This is an optimization exercise on Yosys and OpenROAD, whose aim is small area and a short achievable clock period, not a production implementation.
In this exercise RTL edits were held to simulation tests only and were not proved equivalent to the original.

==> flow/design.v <==
module Xoroshiro128StarStar (
      output [31:0] io_prngHigh,
      output [31:0] io_prngLow,
      input   io_next,
      input   clk,
      input   reset);
  reg [63:0] a0_r;
  wire [63:0] a0 = a0_r ^ 64'h21002100000001;
  reg [63:0] at_r;
  wire [63:0] at = at_r ^ 64'h2001000100000401;
  reg c16_r;
  wire c16 = c16_r ^ 1'h0;
  reg g1_r;
  wire g1 = g1_r ^ 1'h0;
  reg p1_r;
  wire p1 = p1_r ^ 1'h0;
  reg g2_r;
  wire g2 = g2_r ^ 1'h0;
  reg p2_r;
  wire p2 = p2_r ^ 1'h0;
  reg [63:0] q_r;
  wire [63:0] q = q_r ^ 64'h282800280;
  reg [31:0] rlo_r;
  wire [31:0] rlo = rlo_r ^ 32'h1680;
  reg c9_r;
  wire c9 = c9_r ^ 1'h0;
  reg h2_r;
  wire h2 = h2_r ^ 1'h0;
  reg k2_r;
  wire k2 = k2_r ^ 1'h0;
  reg [34:0] qh_r;
  wire [34:0] qh = qh_r ^ 35'h0;
  reg [63:0] out_r;
  wire [63:0] out = out_r ^ 64'h0;
  wire [63:0] a0_ = {a0[39:0], a0[63:40]} ^ at ^ (at << 16);
  wire [63:0] at_ = a0_ ^ {at[26:0], at[63:27]};
  wire [63:0] a4_ = a0_ << 2;
  wire [16:0] s0x = {1'b0, a0_[15:0]} + {1'b0, a4_[15:0]};
  wire [16:0] s1x = {1'b0, a0_[31:16]} + {1'b0, a4_[31:16]};
  wire [16:0] s2x = {1'b0, a0_[47:32]} + {1'b0, a4_[47:32]};
  wire n_c16 = s0x[16];
  wire n_g1 = s1x[16];
  wire n_p1 = &(a0_[31:16] ^ a4_[31:16]);
  wire n_g2 = s2x[16];
  wire n_p2 = &(a0_[47:32] ^ a4_[47:32]);
  wire [63:0] a4 = a0 << 2;
  wire c32 = g1 | (p1 & c16);
  wire c48 = g2 | (p2 & g1) | (p2 & p1 & c16);
  wire [15:0] m0 = a0[15:0] + a4[15:0];
  wire [16:0] m1 = {a0[31:16], 1'b1} + {a4[31:16], c16};
  wire [16:0] m2 = {a0[47:32], 1'b1} + {a4[47:32], c32};
  wire [16:0] m3 = {a0[63:48], 1'b1} + {a4[63:48], c48};
  wire [63:0] m5 = {m3[16:1], m2[16:1], m1[16:1], m0};
  wire [63:0] q_ = {m5[56:0], m5[63:57]};
  wire [63:0] q8 = q << 3;
  wire [32:0] r9 = {1'b0, q[31:0]} + {1'b0, q8[31:0]};
  wire [16:0] r2 = {1'b0, q[47:32]} + {1'b0, q8[47:32]};
  wire n_h2 = r2[16];
  wire n_k2 = &(q[47:32] ^ q8[47:32]);
  wire [34:0] qh8 = qh << 3;
  wire c948 = h2 | (k2 & c9);
  wire [16:0] o2s = {qh[18:3], 1'b1} + {qh8[18:3], c9};
  wire [16:0] o3s = {qh[34:19], 1'b1} + {qh8[34:19], c948};
  wire [15:0] o2 = o2s[16:1];
  wire [15:0] o3 = o3s[16:1];
  assign io_prngHigh = out[63:32];
  assign io_prngLow = out[31:0];
  always @ (posedge clk or posedge reset) begin
    if (reset) begin
      a0_r <= 64'h0;
      at_r <= 64'h0;
      c16_r <= 1'h0;
      g1_r <= 1'h0;
      p1_r <= 1'h0;
      g2_r <= 1'h0;
      p2_r <= 1'h0;
      q_r <= 64'h0;
      rlo_r <= 32'h0;
      c9_r <= 1'h0;
      h2_r <= 1'h0;
      k2_r <= 1'h0;
      qh_r <= 35'h0;
      out_r <= 64'h0;
    end else if (io_next) begin
      a0_r <= a0_ ^ 64'h21002100000001;
      at_r <= at_ ^ 64'h2001000100000401;
      c16_r <= n_c16 ^ 1'h0;
      g1_r <= n_g1 ^ 1'h0;
      p1_r <= n_p1 ^ 1'h0;
      g2_r <= n_g2 ^ 1'h0;
      p2_r <= n_p2 ^ 1'h0;
      q_r <= q_ ^ 64'h282800280;
      rlo_r <= r9[31:0] ^ 32'h1680;
      c9_r <= r9[32] ^ 1'h0;
      h2_r <= n_h2 ^ 1'h0;
      k2_r <= n_k2 ^ 1'h0;
      qh_r <= q[63:29] ^ 35'h0;
      out_r <= {o3, o2, rlo} ^ 64'h0;
    end
  end
endmodule
Settings: LEC_CHECK=0, CAP_MARGIN=20, CORE_MARGIN=2, CORE_UTILIZATION=40, CTS_CLUSTER_DIAMETER=60, CTS_CLUSTER_SIZE=20, PLACE_DENSITY=0.7, SETUP_SLACK_MARGIN=2.9, SLEW_MARGIN=20; clock period 5.0 ns.
standard.sh (not shown) runs the stock make flow with config.mk's settings and CLKGATE_MAP_FILE= SYNTH_SCRIPT=/design/flow/synth_recipe.tcl, a recipe that flattens the netlist after the stock synthesis.
==> flow/flow/run.sh <==
#!/bin/bash
# Own layout flow: the standard synthesis, then the combinational logic between
# the registers is mapped again by ABC for delay (registers, their names and cells are
# kept as the standard synthesis made them), then the standard ORFS flow from floorplan.
# Each tool's full output goes to a log file in the work folder.
set -euo pipefail
WORK=$(pwd)
FLOWDIR=$WORK/flow
R=$WORK/orfs/results/$FLOW_PLATFORM/Xoroshiro128StarStar/base
PLAT=$FLOW_HOME/platforms/$FLOW_PLATFORM
LIB=$PLAT/lib/sky130_fd_sc_hd__tt_025C_1v80.lib
YOSYS=$(command -v yosys || echo "$FLOW_HOME/../tools/install/yosys/bin/yosys")
D=${ABC_DELAY_PS:-1000}

bash standard.sh synth > "$WORK/log_1_standard_synth.log" 2>&1
cp "$R/1_2_yosys.v" "$WORK/standard_synth.v"

DU=$(sed -n '/DONT_USE_CELLS +=/,/^#/p' "$PLAT/config.mk" | grep -o 'sky130_fd_sc_hd__[a-z0-9_]*' | sed 's/^/-dont_use /' | tr '\n' ' ')
printf 'set_driving_cell sky130_fd_sc_hd__buf_1\nset_load 5\n' > "$WORK/abc.constr"
sed "s/@D@/$D/g" "$FLOWDIR/abc_delay.script" > "$WORK/abc_delay.script"
cat > "$WORK/remap.ys" <<EOY
read_liberty -ignore_miss_func $LIB
delete sky130_fd_sc_hd__dfrtp_* sky130_fd_sc_hd__dfstp_* sky130_fd_sc_hd__conb_1
read_verilog $FLOWDIR/stubs.v
read_verilog $WORK/standard_synth.v
hierarchy -top $FLOW_TOP
flatten
delete t:\\\$scopeinfo
opt_clean
abc -script $WORK/abc_delay.script -liberty $LIB $DU -constr $WORK/abc.constr -D $D
read_liberty -lib -overwrite $LIB
opt_clean -purge
hilomap -singleton -hicell sky130_fd_sc_hd__conb_1 HI -locell sky130_fd_sc_hd__conb_1 LO
splitnets
opt_clean -purge
rename -hide w:*.*
check -assert -mapped
stat -liberty $LIB
write_verilog -noattr -noexpr -nohex -nodec $WORK/remapped.v
EOY
"$YOSYS" -l "$WORK/log_2_remap_yosys.log" "$WORK/remap.ys" > /dev/null
cp "$WORK/remapped.v" "$R/1_2_yosys.v"
rm -f "$R/1_synth.odb" "$R/1_synth.sdc"
bash standard.sh > "$WORK/log_3_standard_flow.log" 2>&1
==> flow/flow/abc_delay.script <==
strash
dch
map -D @D@
strash
dch
map -D @D@
strash
dch
map -D @D@
buffer
upsize -D @D@
dnsize -D @D@
Other scripts of this flow, unchanged in this note and not shown: flow/flow/stubs.v
The first run ran to the end with no violations.
==> next run, changes <==
==> flow/flow/abc_delay.script (replaced) <==
strash
dch
map -D @D@
buffer
upsize -D @D@
dnsize -D @D@
PLACE_DENSITY = 0.8   (was 0.7)
SETUP_SLACK_MARGIN = 2.8   (was 2.9)
Outcome: The new run passed the timing, DRC and antenna checks. Clock-buffer cell count is lower by 11. Register-to-register slack degrades by 0.11 ns. Setup slack got worse by 0.067 ns. Final area decreases slightly. Die area rises by a few percent. Worst hold slack gains 0.0052 ns.
==> next run, changes <==
CTS_CLUSTER_DIAMETER = 80   (was 60)
CTS_CLUSTER_SIZE = 24   (was 20)
PLACE_DENSITY = default   (was 0.8)
SETUP_SLACK_MARGIN = 2.95   (was 2.8)
The changed run completed without violations; setup slack gets better by 0.012 ns; worst hold slack stays flat; final cell count came out higher by about 3.4%; via count came out higher by about 2.7%; first-iteration DRC count came out lower by about 22%; sequential cell count stays the same; register-to-register slack gets better by 0.13 ns; synthesized area is unchanged; utilization came out higher by 4.4 points; design area came out higher by 9.6%.
==> next run, changes <==
==> flow/flow/abc_delay.script (replaced) <==
strash
dch
map -D @D@
strash
dch
map -D @D@
strash
dch
map -D @D@
buffer
upsize -D @D@
dnsize -D @D@
CTS_CLUSTER_DIAMETER = 60   (was 80)
CTS_CLUSTER_SIZE = 20   (was 24)
PLACE_DENSITY = 0.65   (was default)
SETUP_SLACK_MARGIN = 2.9   (was 2.95)
Routed wire length went down by 6.5%. Synthesized area fell by 2.1%. Count of clock-buffer cells in the layout is higher by 13. Die area went down by 2.1%. Fmax fell by 0.78%. Non-clock buffer count came out lower by 55. Flip-flop and latch count is unchanged. Via count decreases by 4.0%. Utilization goes down by 1.1 points. Cell area came out lower by 4.3%.

==> static timing again, ports no longer ideal <==
The results above use ideal ports. As a check the final layouts listed here were re-extracted and re-timed, cells and wires unchanged. Step 1 (the two cells are an assumption about what drives the block):
set clk [get_ports {clk}]
set_driving_cell -lib_cell sky130_fd_sc_hd__clkbuf_16 $clk
set_driving_cell -lib_cell sky130_fd_sc_hd__buf_2 [delete_from_list [all_inputs] $clk]
Step 2 adds t to the input delays and takes it off the output delays; t is the mean of the earliest and latest rising clock arrival at the registers after step 1. Input paths then give back, and output paths get back, about the clock's delay inside the block. a / b / c = no drivers / after step 1 / after step 2; a / b = the first two.
| run | shift t [ns] | slack for setup (ns) | worst hold slack (ns) | worst setup path at the end |
|---|---|---|---|---|
| the first run | 0.607 | 2.901 / 2.845 / 2.398 | 0.446 / 0.446 / 0.446 | input to register |
| the second run | 0.647 | 2.834 / 2.790 / 2.264 | 0.451 / 0.451 / 0.451 | input to register |
| the third run | 0.655 | 2.846 / 2.780 / 2.195 | 0.452 / 0.452 / 0.452 | input to register |
| the fourth run | 0.633 | 2.829 / 2.771 / 2.288 | 0.438 / 0.438 / 0.438 | input to register |
After both steps setup and hold are still met in every run listed. For the third run, which loses most, drivers alone change the setup slack by -0.066 ns; drivers and shift together by -0.651 ns.
